Background: an optimization exercise with open tools, aiming at small area. Do not read the settings as production practice.
The RTL was checked by simulation tests, not by an equivalence proof against the original design.
No activity file was given, so power comes from the tool's default toggle rates.

==> flow/design.v (excerpt) <==
module prt_scaler_engine
#(
    parameter                               P_PPC = 4,           
    parameter                               P_BPC = 8            
)
(
    input wire                              RST_IN,
    input wire                              CLK_IN,
    input wire                              CTL_RUN_IN,
    input wire                              CTL_FS_IN,
    input wire [3:0]                        CTL_MODE_IN,
    input wire [15:0]                       CTL_HWIDTH_IN,
    input wire [15:0]                       CTL_VHEIGHT_IN,
    input wire                              LBF_RDY_IN,
    input wire                              SLW_RDY_IN,
    output wire                             SLW_LRST_OUT,
    output wire                             SLW_LNXT_OUT,
    output wire [1:0]                       SLW_STEP_OUT,
    input wire [(3*5*P_BPC)-1:0]            SLW_DAT0_IN,
    input wire [(3*5*P_BPC)-1:0]            SLW_DAT1_IN,
    output wire [(3*P_PPC*P_BPC)-1:0]       VID_DAT_OUT,
    output wire                             VID_DE_OUT
);
Size: ~10000 cells after synthesis, about 1100 flip-flops, ~380 I/O pins, ~110000 um2 of cells after synthesis.
export LEC_CHECK = 0
export CAP_MARGIN = 30
export CORE_MARGIN = 2
export CORE_UTILIZATION = 50
export CTS_CLUSTER_DIAMETER = 80
export CTS_CLUSTER_SIZE = 20
export PLACE_DENSITY = 0.6
export SLEW_MARGIN = 30
export SYNTH_HIERARCHICAL = 1
export SYNTH_MEMORY_MAX_BITS = 65536
create_clock -name core_clock -period 5.0 [get_ports {CLK_IN}]
standard.sh (not shown) runs the stock make flow with config.mk's settings and CLKGATE_MAP_FILE= SYNTH_SCRIPT=/design/flow/synth_recipe.tcl, a recipe that flattens the netlist after the stock synthesis.
==> flow/flow/run.sh <==
#!/bin/bash
# The standard layout, with every input and output port buffered by the smallest plain
# buffer (sky130_fd_sc_hd__buf_1) instead of the delay buffer buffer_ports picks by default,
# and ORFS's power recovery (downsizing of gates with positive slack) after global routing.
set -euo pipefail
export BUFFER_PORTS_ARGS="-buffer_cell sky130_fd_sc_hd__buf_1"
export RECOVER_POWER=100
bash standard.sh > standard.log 2>&1
The first run finished with max-capacitance violations, max-slew violations, negative setup slack left.
Rerun with:
==> flow/flow/run.sh (replaced) <==
#!/bin/bash
# The standard layout, with every input and output port buffered by the smallest plain
# buffer (sky130_fd_sc_hd__buf_1) instead of the delay buffer buffer_ports picks by default.
set -euo pipefail
export BUFFER_PORTS_ARGS="-buffer_cell sky130_fd_sc_hd__buf_1"
bash standard.sh > standard.log 2>&1
Outcome: The changed run produced a clean layout. Sequential cell count stays the same. Global-route usage is unchanged. Cell area is about the same.
Rerun with:
==> flow/run.sh (new file) <==
#!/bin/bash
# synth_recipe.tcl (not shown) runs the flow's synth.tcl, then flattens the netlist and writes it again
# the make line also repeats each setting of config.mk as NAME=value (left out here)
make -C /OpenROAD-flow-scripts/flow DESIGN_CONFIG=/design/flow/config.mk WORK_HOME=/design/flow/orfs CLKGATE_MAP_FILE= SYNTH_SCRIPT=/design/flow/synth_recipe.tcl finish
- CORE_UTILIZATION: 50 -> 60
- CTS_CLUSTER_DIAMETER: 80 -> default
- CTS_CLUSTER_SIZE: 20 -> default
- PLACE_DENSITY: 0.6 -> 0.7
removed: flow/flow/run.sh
removed: flow/standard.sh
Outcome:
- core utilization came out higher by 13 points
- clock skew grows by 0.030 ns
- worst hold slack is worse by 0.037 ns
- clock-buffer cell count came out higher by 55
- combinational power is higher by a few percent
- maximum frequency shrinks slightly
- design area is higher by a few percent
- worst setup slack gets worse by 0.078 ns
- sequential power barely changes
- wire length goes down by a few percent
- via count went up by a few percent
Rerun with:
==> flow/flow/run.sh (new file) <==
#!/bin/bash
# The standard layout, with every input and output port buffered by the smallest plain
# buffer (sky130_fd_sc_hd__buf_1) instead of the delay buffer buffer_ports picks by default.
set -euo pipefail
export BUFFER_PORTS_ARGS="-buffer_cell sky130_fd_sc_hd__buf_1"
bash standard.sh > standard.log 2>&1
==> flow/standard.sh (new file) <==
#!/bin/bash
# synth_recipe.tcl (not shown) runs the flow's synth.tcl, then flattens the netlist and writes it again
# the make line also repeats each setting of config.mk as NAME=value (left out here)
make -C /OpenROAD-flow-scripts/flow DESIGN_CONFIG=/design/flow/config.mk WORK_HOME=/design/flow/orfs CLKGATE_MAP_FILE= SYNTH_SCRIPT=/design/flow/synth_recipe.tcl "${@:-finish}"
- CAP_MARGIN: 30 -> 25
- CORE_UTILIZATION: 60 -> 65
- CTS_CLUSTER_DIAMETER: default -> 100
- CTS_CLUSTER_SIZE: default -> 26
- PLACE_DENSITY: 0.7 -> 0.75
- SLEW_MARGIN: 30 -> 25
removed: flow/run.sh
Now the flow finished with negative setup slack left.
First-iteration DRC count rises by 24%.
Non-clock buffer count falls by 10.
Fmax falls by about 2.2%.
Cell count falls by about 2.8%.
Clock-buffer cell count falls by 90.

* * *

Setup of oak:
Starting RTL as in the previous note.
Design prt_scaler_engine, start of the top module:
module prt_scaler_engine
#(
    parameter                               P_PPC = 4,           
    parameter                               P_BPC = 8            
)
(
    input wire                              RST_IN,
    input wire                              CLK_IN,
    input wire                              CTL_RUN_IN,
    input wire                              CTL_FS_IN,
    input wire [3:0]                        CTL_MODE_IN,
    input wire [15:0]                       CTL_HWIDTH_IN,
    input wire [15:0]                       CTL_VHEIGHT_IN,
    input wire                              LBF_RDY_IN,
    input wire                              SLW_RDY_IN,
    output wire                             SLW_LRST_OUT,
    output wire                             SLW_LNXT_OUT,
    output wire [1:0]                       SLW_STEP_OUT,
    input wire [(3*5*P_BPC)-1:0]            SLW_DAT0_IN,
    input wire [(3*5*P_BPC)-1:0]            SLW_DAT1_IN,
    output wire [(3*P_PPC*P_BPC)-1:0]       VID_DAT_OUT,
    output wire                             VID_DE_OUT
);
localparam [2:0] SM_IDLE = 3'd0, SM_S0 = 3'd1, SM_S1 = 3'd2, SM_S2 = 3'd3,
                 SM_S3 = 3'd4, SM_S4 = 3'd5, SM_S5 = 3'd6;
logic        clk_ctl_run;
logic        clk_ctl_fs;
logic [3:0]  clk_ctl_mode;
logic [1:0]  clk_agnt_ratio;
logic        clk_lbf_rdy;
logic        clk_slw_rdy;
logic        clk_slw_run;
logic        clk_slw_run_del;
logic [15:0] clk_agnt_hcnt;
logic [15:0] clk_agnt_vcnt;
logic        clk_agnt_hlast;
logic        clk_agnt_vlast;
logic [2:0]  clk_agnt_blk_idx;
logic [2:0]  clk_agnt_row_idx;
logic        clk_slw_lnxt_pre;
logic [3:0]  clk_agnt_cnt;
  ...
export LEC_CHECK = 0
export CAP_MARGIN = 30
export CORE_MARGIN = 2
export CORE_UTILIZATION = 60
export CTS_CLUSTER_DIAMETER = 90
export CTS_CLUSTER_SIZE = 24
export PLACE_DENSITY = 0.7
export SLEW_MARGIN = 30
export SYNTH_HIERARCHICAL = 1
export SYNTH_MEMORY_MAX_BITS = 65536
create_clock -name core_clock -period 5.0 [get_ports {CLK_IN}]
==> flow/flow/run.sh <==
#!/bin/bash
# The standard layout, with every input and output port buffered by the smallest plain
# buffer (sky130_fd_sc_hd__buf_1) instead of the delay buffer buffer_ports picks by default.
set -euo pipefail
export BUFFER_PORTS_ARGS="-buffer_cell sky130_fd_sc_hd__buf_1"
bash standard.sh > standard.log 2>&1
Input-level comparison between pine and oak:
Settings: CTS_CLUSTER_DIAMETER now 80, was 90; CORE_UTILIZATION now 50, was 60; CTS_CLUSTER_SIZE now 20, was 24; PLACE_DENSITY now 0.6, was 0.7.
==> flow/run.sh (new file) <==
#!/bin/bash
# synth_recipe.tcl (not shown) runs the flow's synth.tcl, then flattens the netlist and writes it again
# the make line also repeats each setting of config.mk as NAME=value (left out here)
make -C /OpenROAD-flow-scripts/flow DESIGN_CONFIG=/design/flow/config.mk WORK_HOME=/design/flow/orfs CLKGATE_MAP_FILE= SYNTH_SCRIPT=/design/flow/synth_recipe.tcl finish
removed: flow/flow/run.sh
removed: flow/standard.sh
[summary]
In pine relative to oak, total of fill cells in the finished design had gone up by more than a quarter. Floorplan core area of pine exceeds that of oak by more than 10%. Row worst clock skew: pine higher / oak lower. On smallest setup slack after layout, the lower figure sits with oak, not pine. pine against oak: met2 track demand over resource went down by 10 points, average wire length per cell after detail routing decreased by 0.98 um relative to the old numbers, count of TritonRoute iterations in the first routing pass fell 2.
--- input diff pine..birch ---
Settings: changing CTS_CLUSTER_SIZE from 20 to 24; changing PLACE_DENSITY from 0.6 to 0.7; changing CORE_UTILIZATION from 50 to 60; changing CTS_CLUSTER_DIAMETER from 80 to 90.
### Flow results
birch does better than pine on final non-filler cell area.
Comparing birch and pine, the lower routed wire length was measured on birch.
Relative to pine, minimum period implied by the final worst setup slack increased by 0.080 ns in birch.
Taking pine as the reference, in birch average cell area after synthesis essentially unchanged, met1 demand-to-capacity share in global routing increased 5.3 points, detailed-router iteration count before antenna repair increased 5.
## Diff of input files: maple against birch
Settings: CTS_CLUSTER_DIAMETER changed from 90 to 110; CTS_CLUSTER_SIZE changed from 24 to 28; CAP_MARGIN changed from 30 to 25; SLEW_MARGIN changed from 30 to 25.
==> flow/flow/run.sh (new file) <==
#!/bin/bash
# The standard layout, with every input and output port buffered by the smallest plain
# buffer (sky130_fd_sc_hd__buf_1) instead of the delay buffer buffer_ports picks by default.
set -euo pipefail
export BUFFER_PORTS_ARGS="-buffer_cell sky130_fd_sc_hd__buf_1"
bash standard.sh > standard.log 2>&1
==> flow/standard.sh (new file) <==
#!/bin/bash
# synth_recipe.tcl (not shown) runs the flow's synth.tcl, then flattens the netlist and writes it again
# the make line also repeats each setting of config.mk as NAME=value (left out here)
make -C /OpenROAD-flow-scripts/flow DESIGN_CONFIG=/design/flow/config.mk WORK_HOME=/design/flow/orfs CLKGATE_MAP_FILE= SYNTH_SCRIPT=/design/flow/synth_recipe.tcl "${@:-finish}"
removed: flow/run.sh
### Flow results
- Highest attainable clock frequency went up slightly going from birch to maple.
- Post-synthesis sequential area ratio: birch vs maple identical
- Compared maple against birch; multi-input gate area in the final layout within noise.
- maple | stages: all done | timing, DRC, antenna: all pass
- Diff birch -> maple: share of the clock period used by the worst path went down, number of cells in the finished layout apart from fillers went up by about 0.6%.
- Relative to birch, first-iteration DRC count has gone up in maple.
- Looking at maple and birch, the detail-routed via count per cell is a wash.
- Area growth from synthesis to layout, maple and birch: lower on maple
- In terms of area taken by flip-flops and latches, maple and birch differ only marginally.
- For the post-layout net count, maple came in 76 higher than birch did.
- Summary — number of buffers created by CTS, maple relative to birch: lower, by about 28%.

-- port drivers added, routing unchanged --
The results above use ideal ports. As a check the final layouts listed here were re-extracted and re-timed, cells and wires unchanged.
Step 1 sets driving cells, clkbuf_16 on the clock port and buf_2 on the other inputs (assumed; they add their load-dependent delay and slew).
Step 2, shift: input delay + t, output delay - t, t = (earliest + latest rising clock arrival at the registers) / 2. This alone moves slack from input paths to output paths.
Slacks: no drivers / after step 1 / after step 2; pairs: no drivers / after step 1.
run | t, ns | slack for setup (ns) | hold WS [ns] | worst setup path after step 2 | slew at the worst register clock pin (ns) | pins driven straight from the clock port
the first run of note 1 | 0.881 | -0.057 / -0.057 / -0.057 | 0.304 / 0.226 / 0.316 | register to register | 0.09 / 0.09 | 1
the second run of note 1 | 0.889 | 0.172 / 0.172 / 0.172 | 0.305 / 0.224 / 0.321 | register to register | 0.09 / 0.09 | 1
the third run of note 1 | 0.894 | 0.093 / 0.093 / 0.093 | 0.268 / 0.263 / 0.268 | register to register | 0.08 / 0.08 | 1
the fourth run of note 1 | 0.887 | -0.019 / -0.019 / -0.019 | 0.045 / -0.025 / 0.318 | register to register | 0.12 / 0.12 | 1
oak | 0.847 | 0.083 / 0.083 / 0.083 | 0.048 / -0.025 / 0.309 | register to register | 0.11 / 0.11 | 1
pine | 0.853 | 0.150 / 0.150 / 0.150 | 0.296 / 0.296 / 0.296 | register to register | 0.09 / 0.09 | 1
birch | 0.867 | 0.070 / 0.070 / 0.070 | 0.292 / 0.292 / 0.292 | register to register | 0.10 / 0.10 | 1
maple | 0.863 | 0.129 / 0.129 / 0.129 | 0.049 / -0.029 / 0.319 | register to register | 0.12 / 0.12 | 1
